Source: an optimization exercise on an open RTL-to-GDS flow (aim: small area). Production flows keep margins and buffers that such runs may drop. The RTL was checked by simulation tests, not by an equivalence proof against the original design. Power figures rest on the tool's default switching activity, not on a simulated workload.

==> design.v <==
`timescale 1ns / 1ps
module axi4_straddle_convertor #
(
    parameter integer AXI_TUSER_L        = 161,  
    parameter integer BUFFER_SIZE        = 4
)
(
    input wire                                  ACLK,
    input wire                                  ARESETN,
    input wire [AXI_TUSER_L-1:0]               S_AXIS_TUSER,
    input wire [511:0]                         S_AXIS_TDATA,
    input wire [15:0]                          S_AXIS_TKEEP,
    input wire                                 S_AXIS_TLAST,
    input wire                                 S_AXIS_TVALID,
    output wire                                S_AXIS_TREADY,
    output wire [AXI_TUSER_L-1:0]              M_AXIS_TUSER,
    output wire [511:0]                        M_AXIS_TDATA,
    output wire [15:0]                         M_AXIS_TKEEP,
    output wire                                M_AXIS_TLAST,
    output wire                                M_AXIS_TVALID,
    input wire                                 M_AXIS_TREADY,
    output reg [1:0]                                error_invalid_state
);
reg [511:0] data0_reg [0:BUFFER_SIZE-1];
reg [15:0]  keep0_reg [0:BUFFER_SIZE-1];
reg [511:0] data1_reg [0:BUFFER_SIZE-1];
reg [15:0]  keep1_reg [0:BUFFER_SIZE-1];
reg [$clog2(BUFFER_SIZE)-1:0] write_ptr0, read_ptr0;
reg [$clog2(BUFFER_SIZE)-1:0] write_ptr1, read_ptr1;
reg [1:0] buffer0_lanes_valid;
reg [1:0] buffer1_lanes_valid;
reg illegal_sop_encountered;
reg illegal_eop_encountered;
reg buffer1_full, buffer1_empty;
reg buffer0_full, buffer0_empty;
reg [1:0] tlp_active;
reg [1:0] tlp_active_next;
reg [1:0] tlp_active_current;
reg old_tlp;
reg old_tlp_current;
reg [BUFFER_SIZE-1:0] buffer0_eop;
reg [BUFFER_SIZE-1:0] buffer1_eop;
reg reading_from_buffer0;   
reg output_is_sop;   
reg [3:0] byte_lane_tracker;
reg [3:0] byte_lane_tracker_next;
reg [3:0] byte_lane_tracker_current;
reg [3:0] is_eop_delayed;
reg [15:0] keep0_masked;
reg [15:0] keep1_masked;
reg [15:0] mask0, mask1;
wire [3:0]  is_sop;
wire [3:0]  is_eop;
wire [1:0]  is_sop0_ptr, is_sop1_ptr;
wire [3:0]  is_eop0_ptr, is_eop1_ptr;
wire discontinue;
wire [73:0] first_be0, first_be1, last_be0, last_be1;
assign first_be0 = S_AXIS_TUSER[3:0];
assign first_be1 = S_AXIS_TUSER[7:4];
assign last_be0  = S_AXIS_TUSER[11:8];
assign last_be1  = S_AXIS_TUSER[15:12];
assign is_sop = (AXI_TUSER_L == 161) ? S_AXIS_TUSER[67:64] : S_AXIS_TUSER[81:80];
assign is_eop = (AXI_TUSER_L == 161) ? S_AXIS_TUSER[79:76] : S_AXIS_TUSER[87:86];
assign is_sop0_ptr = (AXI_TUSER_L == 161) ? S_AXIS_TUSER[69:68] : S_AXIS_TUSER[83:82];
assign is_sop1_ptr = (AXI_TUSER_L == 161) ? S_AXIS_TUSER[71:70] : S_AXIS_TUSER[85:84];
assign is_eop0_ptr = (AXI_TUSER_L == 161) ? S_AXIS_TUSER[83:80] : S_AXIS_TUSER[91:88];
assign is_eop1_ptr = (AXI_TUSER_L == 161) ? S_AXIS_TUSER[87:84] : S_AXIS_TUSER[95:92];
assign discontinue = (AXI_TUSER_L == 161) ? S_AXIS_TUSER[96]    : S_AXIS_TUSER[96];
assign S_AXIS_TREADY = !buffer0_full && !buffer1_full;
wire [$clog2(BUFFER_SIZE)-1:0] next_write_ptr0 = (write_ptr0 == BUFFER_SIZE - 1) ? 0 : write_ptr0 + 1;
wire [$clog2(BUFFER_SIZE)-1:0] next_write_ptr1 = (write_ptr1 == BUFFER_SIZE - 1) ? 0 : write_ptr1 + 1;
wire [$clog2(BUFFER_SIZE)-1:0] next_next_write_ptr0 = (next_write_ptr0 == BUFFER_SIZE - 1) ? 0 : next_write_ptr0 + 1;
wire [$clog2(BUFFER_SIZE)-1:0] next_next_write_ptr1 = (next_write_ptr1 == BUFFER_SIZE - 1) ? 0 : next_write_ptr1 + 1;
wire buffer0_would_be_full = (next_write_ptr0 == read_ptr0);
wire buffer1_would_be_full = (next_write_ptr1 == read_ptr1);
wire buffer0_next_would_be_full = (next_next_write_ptr0 == read_ptr0);
wire buffer1_next_would_be_full = (next_next_write_ptr1 == read_ptr1);
reg buffer0_lane0_filled;
reg buffer1_lane0_filled;
wire buffer0_has_data = (write_ptr0 != read_ptr0);
wire buffer1_has_data = (write_ptr1 != read_ptr1);
wire actual_read_from_buffer0 = buffer0_has_data && (!buffer1_has_data || reading_from_buffer0);
assign M_AXIS_TVALID = buffer0_has_data || buffer1_has_data;
assign M_AXIS_TDATA = actual_read_from_buffer0 ? data0_reg[read_ptr0] : data1_reg[read_ptr1];
assign M_AXIS_TKEEP = actual_read_from_buffer0 ? keep0_reg[read_ptr0] : keep1_reg[read_ptr1];
assign M_AXIS_TLAST = actual_read_from_buffer0 ? buffer0_eop[read_ptr0] : buffer1_eop[read_ptr1];
reg [3:0] output_eop_ptr;
reg [AXI_TUSER_L-1:0] output_tuser;
reg [3:0] output_first_be, output_last_be;
always @(*) begin
    output_eop_ptr = 4'b0000;
    if (M_AXIS_TKEEP[15]) output_eop_ptr = 4'd15;
    else if (M_AXIS_TKEEP[14]) output_eop_ptr = 4'd14;
    else if (M_AXIS_TKEEP[13]) output_eop_ptr = 4'd13;
    else if (M_AXIS_TKEEP[12]) output_eop_ptr = 4'd12;
    else if (M_AXIS_TKEEP[11]) output_eop_ptr = 4'd11;
    else if (M_AXIS_TKEEP[10]) output_eop_ptr = 4'd10;
    else if (M_AXIS_TKEEP[9]) output_eop_ptr = 4'd9;
    else if (M_AXIS_TKEEP[8]) output_eop_ptr = 4'd8;
    else if (M_AXIS_TKEEP[7]) output_eop_ptr = 4'd7;
    else if (M_AXIS_TKEEP[6]) output_eop_ptr = 4'd6;
    else if (M_AXIS_TKEEP[5]) output_eop_ptr = 4'd5;
    else if (M_AXIS_TKEEP[4]) output_eop_ptr = 4'd4;
    else if (M_AXIS_TKEEP[3]) output_eop_ptr = 4'd3;
    else if (M_AXIS_TKEEP[2]) output_eop_ptr = 4'd2;
    else if (M_AXIS_TKEEP[1]) output_eop_ptr = 4'd1;
    else output_eop_ptr = 4'd0;
    output_first_be = 4'h0;
    output_last_be = 4'h0;
    if (AXI_TUSER_L == 161) begin
        output_tuser = {161{1'b0}};
        output_tuser[64] = output_is_sop;   
        output_tuser[76] = M_AXIS_TLAST;    
        output_tuser[83:80] = output_eop_ptr;   
    end else begin
        output_tuser = {AXI_TUSER_L{1'b0}};
        if (output_is_sop) begin
            output_tuser[3:0] = output_first_be;    
            output_tuser[11:8] = output_last_be;    
        end
        output_tuser[80] = output_is_sop;       
        output_tuser[86] = M_AXIS_TLAST;        
        output_tuser[91:88] = output_eop_ptr;   
    end
end
assign M_AXIS_TUSER = output_tuser&{AXI_TUSER_L{M_AXIS_TVALID}};
always @(*) begin
    keep0_masked = S_AXIS_TKEEP;
    keep1_masked = S_AXIS_TKEEP;
    mask0 = S_AXIS_TKEEP & ((16'h1 << (is_eop0_ptr + 1)) - 1);
    mask1 = S_AXIS_TKEEP & ((16'h1 << (is_eop1_ptr + 1)) - 1);
    if (S_AXIS_TVALID && S_AXIS_TREADY) begin
        if (tlp_active_current[0] && !tlp_active_next[0]) begin
            keep0_masked = (is_eop[0]&&(!old_tlp_current)) ? mask0 : mask1;
        end
        if (tlp_active_current[1] && !tlp_active_next[1]) begin
            keep1_masked = (is_eop[1]&&old_tlp_current) ? mask0 : mask1;
        end
    end
end
always @(*) begin
    tlp_active_next            = tlp_active;
    tlp_active_current         = tlp_active;
    byte_lane_tracker_current  = byte_lane_tracker;
    byte_lane_tracker_next     = byte_lane_tracker;
    old_tlp_current            = old_tlp;
    illegal_sop_encountered    = 1'b0;
    illegal_eop_encountered    = 1'b0;
    if (S_AXIS_TVALID && S_AXIS_TREADY) begin
        casez ({is_sop[1:0],tlp_active})
            4'b11??:begin
                tlp_active_current        = 2'b11;
                byte_lane_tracker_current = 4'b1001;
                old_tlp_current           = 1'b0;
            end
            4'b0100:begin
                tlp_active_current        = 2'b01;  
                byte_lane_tracker_current = (is_sop0_ptr == 2'b00) ? 4'b0011 : 4'b0010;
                old_tlp_current           = 1'b0;
            end
            4'b0101:begin
                tlp_active_current        = 2'b11;  
                byte_lane_tracker_current = (is_sop0_ptr == 2'b00) ? 4'b0110 : 4'b1001;
                old_tlp_current           = 1'b0;
            end
            4'b0110:begin
                tlp_active_current        = 2'b11;  
                byte_lane_tracker_current = (is_sop0_ptr == 2'b00) ? 4'b1001 : 4'b0110;
                old_tlp_current           = 1'b1;
            end
            4'b00??:begin
                tlp_active_current        = tlp_active;
                byte_lane_tracker_current = byte_lane_tracker;
                old_tlp_current           = old_tlp;
            end
            default:begin
                tlp_active_current        = tlp_active;
                byte_lane_tracker_current = byte_lane_tracker;
                old_tlp_current           = old_tlp;
                illegal_sop_encountered   = 1'b1;
            end
        endcase
        casez ({is_eop[1:0],tlp_active_current})
            4'b1111:begin
                tlp_active_next           = 2'b00;
                byte_lane_tracker_next    = 4'b0000;
            end
            4'b0111:begin
                tlp_active_next           = (!old_tlp_current)? 2'b10 : 2'b01;  
                byte_lane_tracker_next    = (!old_tlp_current)? 4'b1100 : 4'b0011;
            end
            4'b0101:begin
                tlp_active_next           = 2'b00;  
                byte_lane_tracker_next    = 4'b0000;  
            end
            4'b0110:begin
                tlp_active_next           = 2'b00;  
                byte_lane_tracker_next    = 4'b0000;
            end
            4'b00??:begin
                tlp_active_next           = tlp_active_current;
                byte_lane_tracker_next    = byte_lane_tracker_current;
            end
            default:begin
                tlp_active_next           = tlp_active_current;
                byte_lane_tracker_next    = byte_lane_tracker_current;
                illegal_eop_encountered   = 1'b1;
            end
        endcase 
    end
end
always @(posedge ACLK) begin
    if (!ARESETN) begin
        write_ptr0 <= 0;
        read_ptr0  <= 0;
        write_ptr1 <= 0;
        read_ptr1  <= 0;
        buffer0_lanes_valid <= 2'b00;
        buffer1_lanes_valid <= 2'b00;
        tlp_active        <= 2'b00;
        byte_lane_tracker <= 4'b0000;
        is_eop_delayed    <= 4'b0000;
        buffer0_full      <= 0;
        buffer0_empty     <= 1;
        buffer1_full      <= 0;
        buffer1_empty     <= 1;
        old_tlp           <= 0;
        buffer0_eop <= {BUFFER_SIZE{1'b0}};
        buffer1_eop <= {BUFFER_SIZE{1'b0}};
        buffer0_lane0_filled <= 0;
        buffer1_lane0_filled <= 0;
        reading_from_buffer0 <= 1;   
        output_is_sop <= 1;   
        error_invalid_state  <= 2'b00;
    end else begin
        is_eop_delayed <= (S_AXIS_TVALID)? is_eop : 4'b1111;
        old_tlp        <= old_tlp_current;
        tlp_active        <= S_AXIS_TREADY? tlp_active_next : tlp_active_current;
        byte_lane_tracker <= S_AXIS_TREADY? byte_lane_tracker_next : byte_lane_tracker_current;
        if (S_AXIS_TVALID && S_AXIS_TREADY) begin
            error_invalid_state <= error_invalid_state |{illegal_sop_encountered, illegal_eop_encountered};
        end
        if (S_AXIS_TVALID && S_AXIS_TREADY) begin
            if (tlp_active_current[0]) begin
                case (byte_lane_tracker_current[1:0])
                    2'b01: begin  
                        if (!buffer0_lane0_filled) begin
                            buffer0_lane0_filled <= 1;
                            data0_reg[write_ptr0][255:0] <= S_AXIS_TDATA[255:0];
                            keep0_reg[write_ptr0][7:0] <= keep0_masked[7:0];
                            keep0_reg[write_ptr0][15:8] <= 8'h00;
                        end else begin
                            buffer0_lane0_filled <= 0;
                            data0_reg[write_ptr0][511:256] <= S_AXIS_TDATA[255:0];
                            keep0_reg[write_ptr0][15:8] <= keep0_masked[7:0];
                        end
                    end
                    2'b10: begin  
                        if (!buffer0_lane0_filled) begin
                            buffer0_lane0_filled <= 1;
                            data0_reg[write_ptr0][255:0] <= S_AXIS_TDATA[511:256];
                            keep0_reg[write_ptr0][7:0] <= keep0_masked[15:8];
                            keep0_reg[write_ptr0][15:8] <= 8'h00;
                        end else begin
                            buffer0_lane0_filled <= 0;
                            data0_reg[write_ptr0][511:256] <= S_AXIS_TDATA[511:256];
                            keep0_reg[write_ptr0][15:8] <= keep0_masked[15:8];
                        end
                    end
                    2'b11: begin  
                        if (!buffer0_lane0_filled) begin
                            buffer0_lane0_filled <= 0;
                            data0_reg[write_ptr0][255:0] <= S_AXIS_TDATA[255:0];
                            data0_reg[write_ptr0][511:256] <= S_AXIS_TDATA[511:256];
                            keep0_reg[write_ptr0][7:0] <= keep0_masked[7:0];
                            keep0_reg[write_ptr0][15:8] <= keep0_masked[15:8];
                        end else begin
                            buffer0_lane0_filled <= 1;
                            data0_reg[write_ptr0][511:256] <= S_AXIS_TDATA[255:0];
                            data0_reg[next_write_ptr0][255:0] <= S_AXIS_TDATA[511:256];
                            keep0_reg[write_ptr0][15:8] <= keep0_masked[7:0];
                            keep0_reg[next_write_ptr0][7:0] <= keep0_masked[15:8];
                            keep0_reg[next_write_ptr0][15:8] <= 8'h00;
                        end
                    end
                    default: begin  
                        buffer0_lane0_filled <= buffer0_lane0_filled;
                    end
                endcase
                if (tlp_active_current[0] && !tlp_active_next[0]) begin
                    if (byte_lane_tracker_current[1] && buffer0_lane0_filled && byte_lane_tracker_current[0]) begin
                        buffer0_eop[next_write_ptr0] <= 1'b1;
                    end else begin
                        buffer0_eop[write_ptr0] <= 1'b1;
                    end
                end else begin
                    buffer0_eop[write_ptr0] <= 1'b0;
                end
                if (tlp_active_current[0] && !tlp_active_next[0]) begin
                    write_ptr0 <= next_write_ptr0;
                    buffer0_lane0_filled <= 0;
                end else begin
                    casez({buffer0_lane0_filled, byte_lane_tracker_current[1:0]})
                        3'b11?: write_ptr0 <= next_write_ptr0;
                        3'b1?1: write_ptr0 <= next_write_ptr0;
                        3'b?11: write_ptr0 <= next_write_ptr0;
                        default: write_ptr0 <= write_ptr0;
                    endcase
                end
            end
            if (tlp_active_current[1]) begin
                case (byte_lane_tracker_current[3:2])
                    2'b01: begin  
                        if (!buffer1_lane0_filled) begin
                            buffer1_lane0_filled <= 1;
                            data1_reg[write_ptr1][255:0] <= S_AXIS_TDATA[255:0];
                            keep1_reg[write_ptr1][7:0] <= keep1_masked[7:0];
                            keep1_reg[write_ptr1][15:8] <= 8'h00;
                        end else begin
                            buffer1_lane0_filled <= 0;
                            data1_reg[write_ptr1][511:256] <= S_AXIS_TDATA[255:0];
                            keep1_reg[write_ptr1][15:8] <= keep1_masked[7:0];
                        end
                    end
                    2'b10: begin  
                        if (!buffer1_lane0_filled) begin
                            buffer1_lane0_filled <= 1;
                            data1_reg[write_ptr1][255:0] <= S_AXIS_TDATA[511:256];
                            keep1_reg[write_ptr1][7:0] <= keep1_masked[15:8];
                            keep1_reg[write_ptr1][15:8] <= 8'h00;
                        end else begin
                            buffer1_lane0_filled <= 0;
                            data1_reg[write_ptr1][511:256] <= S_AXIS_TDATA[511:256];
                            keep1_reg[write_ptr1][15:8] <= keep1_masked[15:8];
                        end
                    end
                    2'b11: begin  
                        if (!buffer1_lane0_filled) begin
                            buffer1_lane0_filled <= 0;
                            data1_reg[write_ptr1][255:0] <= S_AXIS_TDATA[255:0];
                            data1_reg[write_ptr1][511:256] <= S_AXIS_TDATA[511:256];
                            keep1_reg[write_ptr1][7:0] <= keep1_masked[7:0];
                            keep1_reg[write_ptr1][15:8] <= keep1_masked[15:8];
                        end else begin
                            buffer1_lane0_filled <= 1;
                            data1_reg[write_ptr1][511:256] <= S_AXIS_TDATA[255:0];
                            data1_reg[next_write_ptr1][255:0] <= S_AXIS_TDATA[511:256];
                            keep1_reg[write_ptr1][15:8] <= keep1_masked[7:0];
                            keep1_reg[next_write_ptr1][7:0] <= keep1_masked[15:8];
                            keep1_reg[next_write_ptr1][15:8] <= 8'h00;
                        end
                    end
                    default: begin  
                        buffer1_lane0_filled <= buffer1_lane0_filled;
                    end
                endcase
                if (tlp_active_current[1] && !tlp_active_next[1]) begin
                    if (byte_lane_tracker_current[3] && buffer1_lane0_filled && byte_lane_tracker_current[2]) begin
                        buffer1_eop[next_write_ptr1] <= 1'b1;
                    end else begin
                        buffer1_eop[write_ptr1] <= 1'b1;
                    end
                end else begin
                    buffer1_eop[write_ptr1] <= 1'b0;
                end
                if (tlp_active_current[1] && !tlp_active_next[1]) begin
                    write_ptr1 <= next_write_ptr1;
                    buffer1_lane0_filled <= 0;
                end else begin
                    casez({buffer1_lane0_filled, byte_lane_tracker_current[3:2]})
                        3'b11?: write_ptr1 <= next_write_ptr1;
                        3'b1?1: write_ptr1 <= next_write_ptr1;
                        3'b?11: write_ptr1 <= next_write_ptr1;
                        default: write_ptr1 <= write_ptr1;
                    endcase
                end
            end
        end
        if (M_AXIS_TVALID && M_AXIS_TREADY) begin
            if (actual_read_from_buffer0) begin
                read_ptr0 <= read_ptr0 + 1;
                if (buffer0_eop[read_ptr0] && buffer1_has_data) begin
                    reading_from_buffer0 <= 0;
                end
                if (buffer0_eop[read_ptr0]) begin
                    output_is_sop <= 1;
                end else begin
                    output_is_sop <= 0;
                end
            end else begin
                read_ptr1 <= read_ptr1 + 1;
                if (buffer1_eop[read_ptr1] && buffer0_has_data) begin
                    reading_from_buffer0 <= 1;
                end
                if (buffer1_eop[read_ptr1]) begin
                    output_is_sop <= 1;
                end else begin
                    output_is_sop <= 0;
                end
            end
        end
        buffer0_empty <= (write_ptr0 == read_ptr0) && (buffer0_lanes_valid == 2'b00);
        buffer0_full  <= buffer0_would_be_full || (buffer0_lane0_filled && buffer0_next_would_be_full);
        buffer1_empty <= (write_ptr1 == read_ptr1) && (buffer1_lanes_valid == 2'b00);
        buffer1_full  <= buffer1_would_be_full || (buffer1_lane0_filled && buffer1_next_would_be_full);
    end
end
endmodule
==> run.sh <==
#!/bin/bash
# synth_recipe.tcl (not shown) runs the flow's synth.tcl, then flattens the netlist and writes it again
# the make line also repeats each setting of config.mk as NAME=value (left out here)
make -C /OpenROAD-flow-scripts/flow DESIGN_CONFIG=/design/flow/config.mk WORK_HOME=/design/flow/orfs CLKGATE_MAP_FILE= SYNTH_SCRIPT=/design/flow/synth_recipe.tcl finish
==> config.mk <==
export PLATFORM = sky130hd
export DESIGN_NAME = axi4_straddle_convertor
export DESIGN_NICKNAME = axi4_straddle_convertor
export VERILOG_FILES = /design/flow/design.v
export SDC_FILE = /design/flow/constraint.sdc
export NUM_CORES = 4
export LEC_CHECK = 0
export CAP_MARGIN = 20
export CORE_MARGIN = 2
export CORE_UTILIZATION = 40
export PLACE_DENSITY = 0.6
export SLEW_MARGIN = 20
==> constraint.sdc <==
create_clock -name core_clock -period 5.5 [get_ports {ACLK}]
set_input_delay 1.1000 -clock core_clock [delete_from_list [all_inputs] [get_ports {ACLK}]]
set_output_delay 1.1000 -clock core_clock [all_outputs]
set_load 0.01 [all_outputs]
==> reports/summary.md <==
The logs give 200200 µm² for the mapped cell area and 13830 for the net count reported at finish. The clock root buffer is clkbuf_16. The shortest period the worst path allows was 5.338 ns. CTS built an H-tree with a depth of 5. Share of the yosys chip area belonging to registers: 0.6340. The flow ran to the end and the layout has no timing, DRC or antenna violations. Nature of the critical path endpoint: an output port.

Mean post-synth cell area: 16.52 µm². Start point of the worst hold path: output_is_sop$_SDFFE_PN1P_. The number of synthesized register bits is 4259, and the minimum hold slack is 0.4799 ns.

The run gives 86 as the distinct cell type count of the synthesized netlist. The worst hold path class is reg -> reg. The share of synthesized registers carrying an async set or reset is 0, and the half-perimeter wire length of the detailed placement result is 411200 µm. Initial core utilization: 0.4019.

The boundary pin count is 1388. For hold timing, the worst endpoint is output_is_sop$_SDFFE_PN1P_. The transition time of the tightest slew-check pin is 1.119 ns. Max-cap violations in this run came to 0. Clock transition at the registers of the reported paths: 0.08 ns. The count of nets left with antenna violations once routing finished came out at 0. The number of design rule violations left after detail routing came out at 0. For this run, the leading register cell type out of synthesis is edfxtp_1. In the final layout, flip-flops and latches occupy 126900 µm². In this run the tool buffered the top-level ports with 1084 buffer cells. For the total vias in the final route, the log shows 113100. The first global-routing pass estimated 869200 µm of wire. The tools report the final-report setup violation count as 0. The max-slew violation total from the final report was 0. The top cell types in the final layout, fill and taps aside, are edfxtp_1 (4160), nand2_1 (2381), mux2_2 (1632).

The number of cells on the worst reg-to-reg path is 12. Setup repair after global routing left no endpoint under its margin. Static timing analysis puts the maximum clock frequency at 0.1873 GHz. STA classifies the critical path startpoint as a flip-flop.

The full die area was 506100 µm²; the number of hold violations in the final report was 0. TritonCTS created 450 clock buffers. The die is 711.4 µm tall. The clock reaches the later pin of the worst-skew pair after 1.07 ns.

Summed over all layers, the routed wires come to 608700 µm. The area of the placeable core is 498100 µm², and the initial antenna violation count is 116. The remaining max-slew budget at the tightest pin was 0.2523. The overall global routing resource usage was 0.2351; the leakage dissipation was 80.97 nW.

Ratio of cells with drive above 1 in the final layout: 0.3421. The part of the cycle the worst path needs was 0.9706; the number of DRC markers in iteration 0 was 10330. The number of vias per cell was 5.601. Summing all multi-input logic gate instances after layout gives 66450 µm². The tools report the largest net degree at the start of global routing as 96.

In this run the critical register-to-register path is captured at data1_reg[2][191]$_DFFE_PP_. The detail-routed net length per standard cell is 30.13 µm, and the worst IR drop on VDD is 350.5 µV. The cell count after synthesis was 12110; the arrival time of data at the critical path endpoint was 4.24 ns. The critical path class was reg -> out. The areal power density over the cells works out to 412.8 nW/µm².

Relative to the synthesized area, the layout overhead comes to 18.18%. The number of synthesis warnings was 1. Clock tree synthesis found a total of 4259 sinks. The final worst clock skew is 0.07478 ns, and the number of placement rows is 259. In this run the deepest clock path goes through 4 buffers. The number of enable-type register cells in the synthesized netlist is 4160.

Fill cells in the final layout number 42310. The width of the die was 711.4 µm; the count of hold-fix buffers inserted at cts was 0. In this run the worst path has a maximum fanout of 45.

The first-pass detailed-route iteration total is 6, and the instance count after placement with tap cells included is 19310. TritonCTS built the clock tree. The via count of the first global-routing pass was 114800.

Worst reg2reg path startpoint: tlp_active[0]$_SDFF_PN0_. The most frequent standard cell in the layout excluding fill and tap cells is edfxtp_1. Data required time of the worst path: 4.40 ns.

Global routing finished with a remaining overflow of 0. At the end of routability-driven placement, the weighted congestion stood at 0.8312. The setup check on the worst reg-to-reg path leaves a slack of 1.24 ns. The final standard cell count with taps included and fillers excluded came out at 20200. In this run the worst setup path begins at write_ptr1[1]$_SDFFE_PN0P_. The number of stages on the worst hold path came out at 2.
==> cell families (layout without fill, tap and decap cells) <==
| family | after synthesis | in the layout | share of synthesized area |
|---|---|---|---|
| xor+xnor | 13 | 13 | 0.0005689 |
| compound gates | 300 | 300 | 0.009633 |
| simple gates | 2624 | 2625 | 0.05149 |
| other cells | 2 | 201 | 0.00003752 |
| buf+inv | 1412 | 2644 | 0.03814 |
| flops | 4259 | 4259 | 0.6340 |
| mux | 3480 | 3480 | 0.2646 |
| fa+ha+maj | 24 | 24 | 0.001500 |
==> area by class of cell <==
class                   instances  share of cell area
well taps                    6655             0.03520
clock buffers                 550             0.04965
repair buffers               1783             0.08421
diodes                         44           0.0004655
inverters                      21           0.0003332
multi-input cells            6599              0.2809
flip-flops and latches       4259              0.5365
clock inverters               290             0.01267
==> power breakdown <==
group	internal (mW)	switching, mW
registers	36.2	0.242
clock network	17.3	13.3
logic	13.3	17.3
total	66.8	30.9
==> worst max path at each step <==
| stage | to | slack, ns | depth (start not counted) |
|---|---|---|---|
| 4_1_cts | M_AXIS_TDATA[188] | 0.03 | 9 |
| 2_1_floorplan | data0_reg[1][0]$_DFFE_PP_ | -1.29 | 9 |
| 5_1_grt | M_AXIS_TUSER[80] | 0.003 | 10 |
| 6_report | M_AXIS_TDATA[188] | 0.16 | 9 |
| 3_3_place_gp | data1_reg[2][167]$_DFFE_PP_ | 0.19 | 11 |
| 3_5_place_dp | data1_reg[2][173]$_DFFE_PP_ | 0.18 | 11 |
==> layer usage <==
layer	vias to the layer above	track usage	share of wire
li1	48050	-	-
met1	60150	0.3090	0.41
met2	4001	0.4040	0.50
met3	909	0.03516	0.056
met4	30	0.07036	0.030
met5	-	0	0.00032
==> per-stage QoR <==
stage	instance area, µm²	setup WS [ns]	utilization	setup TNS [ns]	power (mW)
floorplan	200800	-1.293	-	-2677.19	52.31
global placement	221500	0.1862	0.4448	0	67.75
detailed placement	221500	0.1778	0.4448	0	67.76
CTS	236400	0.02822	0.4747	0	98.52
global route	236500	0.002962	0.4748	0	100.9
finish	236500	0.1620	0.4749	0	97.64
==> timing repair <==
action                                  4_1_cts  5_1_grt
pin swaps                                     2        0
endpoints found under the setup margin      109       26
cloned                                        1        0
buffers inserted                              7        0
gates resized for setup                       9        4
==> cells in the mapped netlist (24+ instances only) <==
library cell  number  share of area
a21oi_1           80         0.0020
and2_1            31        0.00097
buf_1            174         0.0033
buf_2            149         0.0037
buf_4            410          0.015
buf_6             81         0.0046
clkbuf_1         577          0.011
dfxtp_1           99         0.0099
edfxtp_1        4160           0.62
ha_1              24         0.0015
mux2_1           175         0.0098
mux2_2          1632          0.092
mux2_4           525          0.039
mux2i_1           89         0.0045
mux4_2          1058           0.12
nand2_1         2396          0.045
nor2_1            60         0.0011
o21ai_0           93         0.0023
==> worst max-delay path: stages, from the launching register on <==
cell             delay, ns
dfxtp_1               0.49
xor2_1                0.35
o21ai_4               0.17
nand2_4               0.11
buf_12                0.16
buf_12                0.25
buf_6                 0.50
nand2_1               0.16
nand2_1               0.25
clkdlybuf4s50_1       0.60

## port drivers added, routing unchanged
No port has a modelled driver above. Below, the same layout with a new extraction and two added sets of constraints. Step 1 (the two cells are an assumption about what drives the block):
set clk [get_ports {ACLK}]
set_driving_cell -lib_cell sky130_fd_sc_hd__clkbuf_16 $clk
set_driving_cell -lib_cell sky130_fd_sc_hd__buf_2 [delete_from_list [all_inputs] $clk]
Step 2, shift: input delay + t, output delay - t, t = (earliest + latest rising clock arrival at the registers) / 2. This alone moves slack from input paths to output paths. Three values: ideal, step 1, step 2; two values: the first two.
t, ns: 1.123
setup WS [ns]: 0.162 / 0.046 / 0.094
hold WS [ns]: 0.480 / 0.480 / 0.480
pins driven straight from the clock port: 1
After both steps this run still meets setup and hold. For this run, drivers alone change the setup slack by -0.116 ns; drivers and shift together by -0.068 ns.
